Source: an optimization exercise on an open RTL-to-GDS flow (aim: small area). Production flows keep margins and buffers that such runs may drop.
Function was checked by simulation only, so behaviour that the tests miss may differ from the original.
Power and IR drop assume default switching activity. The flow treats the clock pin as an ideal source, which a real chip does not have.

// conv
module conv(
  input clk,
  input reset,
  input [15:0] pxl_in,
  output [15:0] pxl_out,
  output [9:0] count,
  output valid
);
  reg [15:0] r00;
  reg [15:0] r01;
  reg p_r01_14_1;
  reg [15:0] r02;
  reg p_r02_14_1;
  reg [15:0] r10;
  reg p_r10_14_1;
  reg [15:0] r11;
  reg p_r11_14_1;
  reg [15:0] r12;
  reg p_r12_14_1;
  reg [15:0] r20;
  reg [15:0] r21;
  reg [15:0] r22;
  reg [25*16-1:0] line1;
  wire [15:0] line1_o = line1[25*16-1:24*16];
  reg [25*16-1:0] line2;
  wire [15:0] line2_o = line2[25*16-1:24*16];
  wire s1, c2;
  ha us1 (pxl_in[2], pxl_in[0], s1, c2);
  wire s3, c4;
  fa us3 (pxl_in[3], pxl_in[1], c2, s3, c4);
  wire s5, c6;
  fa us5 (pxl_in[4], pxl_in[2], c4, s5, c6);
  wire s7, c8;
  fa us7 (pxl_in[5], pxl_in[3], c6, s7, c8);
  wire s9, c10;
  fa us9 (pxl_in[6], pxl_in[4], c8, s9, c10);
  wire s11, c12;
  fa us11 (pxl_in[7], pxl_in[5], c10, s11, c12);
  wire s13, c14;
  fa us13 (pxl_in[8], pxl_in[6], c12, s13, c14);
  wire s15, c16;
  fa us15 (pxl_in[9], pxl_in[7], c14, s15, c16);
  wire s17, c18;
  fa us17 (pxl_in[10], pxl_in[8], c16, s17, c18);
  wire s19, c20;
  fa us19 (pxl_in[11], pxl_in[9], c18, s19, c20);
  wire s21, c22;
  fa us21 (pxl_in[12], pxl_in[10], c20, s21, c22);
  wire s23, c24;
  fa us23 (pxl_in[13], pxl_in[11], c22, s23, c24);
  wire s25, c26;
  fa us25 (pxl_in[14], pxl_in[12], c24, s25, c26);
  wire x27;
  xo ux27 (pxl_in[15], pxl_in[13], x27);
  wire x28;
  xo ux28 (x27, c26, x28);
  wire s29, c30;
  ha us29 (pxl_in[1], pxl_in[0], s29, c30);
  wire s31, c32;
  fa us31 (pxl_in[2], pxl_in[1], c30, s31, c32);
  wire s33, c34;
  fa us33 (pxl_in[3], s1, c32, s33, c34);
  wire s35, c36;
  fa us35 (pxl_in[4], s3, c34, s35, c36);
  wire s37, c38;
  fa us37 (pxl_in[5], s5, c36, s37, c38);
  wire s39, c40;
  fa us39 (pxl_in[6], s7, c38, s39, c40);
  wire s41, c42;
  ...
For scale: about 1300 cells after synthesis, roughly 960 flip-flops.
clock: 7.5 ns
lec_check: 0
abc_area: 0
cap_margin: 0
core_margin: 2
core_utilization: 40
cts_cluster_diameter: 150
cts_cluster_size: 25
gpl_timing_driven: 0
slew_margin: 0
synth_hierarchical: 1
standard.sh (not shown) runs the stock make flow with config.mk's settings and CLKGATE_MAP_FILE= SYNTH_SCRIPT=/design/flow/synth_recipe.tcl, a recipe that flattens the netlist after the stock synthesis.
==> flow/flow/run.sh <==
#!/bin/bash
# The standard layout (standard.sh) with two changes: the port buffers are
# the two-strength buffer cell (buf_2), and clock tree synthesis puts up to 32 flip-flops
# (within 80 um) on one leaf buffer and adds no dummy loads.
# ORFS writes each step's full log under orfs/logs/; make's output goes to
# standard.log.
set -euo pipefail
export BUFFER_PORTS_ARGS="-buffer_cell sky130_fd_sc_hd__buf_2"
export CTS_ARGS="-sink_clustering_enable -repair_clock_nets -dont_use_dummy_load -sink_clustering_size 32 -sink_clustering_max_diameter 80"
bash standard.sh > standard.log 2>&1
Change:
==> flow/flow/run.sh (replaced) <==
#!/bin/bash
# The standard layout (standard.sh) with two changes: the port buffers are
# the two-strength buffer cell (buf_2), and clock tree synthesis puts up to 31 flip-flops
# (within 85 um) on one leaf buffer and adds no dummy loads.
# ORFS writes each step's full log under orfs/logs/; make's output goes to
# standard.log.
set -euo pipefail
export BUFFER_PORTS_ARGS="-buffer_cell sky130_fd_sc_hd__buf_2"
export CTS_ARGS="-sink_clustering_enable -repair_clock_nets -dont_use_dummy_load -sink_clustering_size 31 -sink_clustering_max_diameter 85"
bash standard.sh > standard.log 2>&1
After rerunning:
- The new run produced a clean layout
- clock skew is about the same
- die area does not change
- non-clock buffer count is lower by 3


Setup of v6:
Another version of the RTL of conv (not shown whole).
Size in the first run: ~960 flip-flops, roughly 45 I/O pins.
Settings: LEC_CHECK=0, ABC_AREA=0, CAP_MARGIN=0, CORE_MARGIN=2, CORE_UTILIZATION=40, CTS_CLUSTER_DIAMETER=150, CTS_CLUSTER_SIZE=25, GPL_TIMING_DRIVEN=0, SLEW_MARGIN=0, SYNTH_HIERARCHICAL=1; clock period 7.5 ns.
run.sh (not shown) runs the stock make flow with config.mk's settings and CLKGATE_MAP_FILE= SYNTH_SCRIPT=/design/flow/synth_recipe.tcl, a recipe that flattens the netlist after the stock synthesis.
Stock flow here: none of the scripts above is used.
Modified inputs, v7 compared to v6
Settings: swapping 40 for 45 in CORE_UTILIZATION.
==> flow/flow/run.sh (new file) <==
#!/bin/bash
# The standard layout (standard.sh) with two changes: the port buffers are
# the two-strength buffer cell, and clock tree synthesis puts up to 30 flip-flops
# (within 70 um) on one leaf buffer and adds no dummy loads.
# ORFS writes each step's full log under orfs/logs/; make's output goes to
# standard.log.
set -euo pipefail
export BUFFER_PORTS_ARGS="-buffer_cell sky130_fd_sc_hd__buf_2"
export CTS_ARGS="-sink_clustering_enable -repair_clock_nets -dont_use_dummy_load -sink_clustering_size 30 -sink_clustering_max_diameter 70"
bash standard.sh > standard.log 2>&1
==> flow/standard.sh (new file) <==
#!/bin/bash
# synth_recipe.tcl (not shown) runs the flow's synth.tcl, then flattens the netlist and writes it again
# the make line also repeats each setting of config.mk as NAME=value (left out here)
make -C /OpenROAD-flow-scripts/flow DESIGN_CONFIG=/design/flow/config.mk WORK_HOME=/design/flow/orfs CLKGATE_MAP_FILE= SYNTH_SCRIPT=/design/flow/synth_recipe.tcl "${@:-finish}"
removed: flow/run.sh
Findings:
Status: met3 global-route usage parity (v7, v6)
Against v6, v7 comes in 3.3% higher on via density per instance.
Power consumed by sequential cells essentially unchanged between v7 and v6.
On die area: v7 sits below v6.
Number of tap instances for v7 is lower than for v6.
In v7, the clock group share of total power came out 0.4 points below the value in v6.
Relative to v6, fraction of standard cell area in multi-input logic has increased by 0.25 points in v7.
On routed wire length, v7 and v6 are neck and neck.
On v7: buffers inserted during post-CTS setup optimization is 1 lower than what v6 gave.
Between v7 and v6, part of the cycle the worst path needs is lower for v6, v7 comes in above that.
Relative to v6, post-synthesis to final-layout area growth has decreased by 1.6 points in v7.


conv with an RTL version that a note above also has.
Size: about 960 flip-flops, about 45 I/O pins, ~25000 um2 of cells after synthesis.
// conv
module conv(
  input clk,
  input reset,
  input [15:0] pxl_in,
  output [15:0] pxl_out,
  output [9:0] count,
  output valid
);
export LEC_CHECK = 0
export ABC_AREA = 0
export CAP_MARGIN = 0
export CORE_MARGIN = 2
export CORE_UTILIZATION = 48
export CTS_CLUSTER_DIAMETER = 150
export CTS_CLUSTER_SIZE = 25
export GPL_TIMING_DRIVEN = 0
export SLEW_MARGIN = 0
export SYNTH_HIERARCHICAL = 1
create_clock -name core_clock -period 7.5 [get_ports {clk}]
standard.sh (not shown) runs the stock make flow with config.mk's settings and CLKGATE_MAP_FILE= SYNTH_SCRIPT=/design/flow/synth_recipe.tcl, a recipe that flattens the netlist after the stock synthesis.
==> flow/flow/run.sh <==
#!/bin/bash
# The standard layout (standard.sh) with two changes: the port buffers are
# the two-strength buffer cell (buf_2), and clock tree synthesis puts up to 31 flip-flops
# (within 80 um) on one leaf buffer and adds no dummy loads.
# ORFS writes each step's full log under orfs/logs/; make's output goes to
# standard.log.
set -euo pipefail
export BUFFER_PORTS_ARGS="-buffer_cell sky130_fd_sc_hd__buf_2"
export CTS_ARGS="-sink_clustering_enable -repair_clock_nets -dont_use_dummy_load -sink_clustering_size 31 -sink_clustering_max_diameter 80"
bash standard.sh > standard.log 2>&1
The baseline completed without violations.
Rerun with:
==> flow/flow/run.sh (replaced) <==
#!/bin/bash
# The standard layout (standard.sh) with two changes: the port buffers are
# the two-strength buffer cell (buf_2), and clock tree synthesis puts up to 33 flip-flops
# (within 90 um) on one leaf buffer (clkbuf_16), builds the levels above the
# leaves from clkbuf_8, and adds no dummy loads.
# ORFS writes each step's full log under orfs/logs/; make's output goes to
# standard.log.
set -euo pipefail
export BUFFER_PORTS_ARGS="-buffer_cell sky130_fd_sc_hd__buf_2"
export CTS_ARGS="-sink_clustering_enable -repair_clock_nets -dont_use_dummy_load -sink_clustering_size 33 -sink_clustering_max_diameter 90 -root_buf sky130_fd_sc_hd__clkbuf_8 -buf_list sky130_fd_sc_hd__clkbuf_8 -sink_clustering_buffer sky130_fd_sc_hd__clkbuf_16"
bash standard.sh > standard.log 2>&1
=> Design area is lower by 1.0%. Hold slack degrades by 0.023 ns. Power goes down by 1.7%. First-iteration DRC count drops by 9.4%. Core utilization shrinks by 0.54 points. Synthesized cell count is unchanged. Global-route usage is about the same. Cell count goes down by 0.90%. Via count decreases by 0.70%.

-- port drivers added, routing unchanged --
No port has a modelled driver above. Below, the same layouts with a new extraction and two added sets of constraints. Step 1: set_driving_cell puts a clkbuf_16 on clk and a buf_2 on each other input, an assumption about the parent block. Step 2 times the ports against the registers' clock, not the clock port: input delays grow and output delays shrink by t, the midpoint of the rising clock arrivals with the driver on. Slacks: ideal ports / drivers / drivers and shift; pairs: ideal ports / drivers.
run | t, ns | setup WS [ns] | worst hold slack (ns) | worst setup path at the end | worst register clock-pin slew, ns
the first run of note 1 | 0.613 | 0.134 / 0.156 / -0.456 | 0.295 / 0.295 / 0.295 | input to register | 0.12 / 0.12
the second run of note 1 | 0.613 | 0.139 / 0.161 / -0.452 | 0.303 / 0.303 / 0.303 | input to register | 0.12 / 0.12
v6 | 0.633 | 0.201 / 0.206 / -0.427 | 0.312 / 0.312 / 0.312 | input to register | 0.11 / 0.11
v7 | 0.615 | 0.187 / 0.198 / -0.418 | 0.271 / 0.271 / 0.271 | input to register | 0.10 / 0.10
the first run of note 3 | 0.608 | 0.148 / 0.157 / -0.451 | 0.306 / 0.306 / 0.306 | input to register | 0.11 / 0.11
the second run of note 3 | 0.700 | 0.215 / 0.244 / -0.456 | 0.282 / 0.282 / 0.282 | input to register | 0.12 / 0.12
Met with ideal ports but missed after step 2: setup timing in every run listed. For the second run of note 3, which loses most, drivers alone change the setup slack by +0.029 ns; drivers and shift together by -0.671 ns.
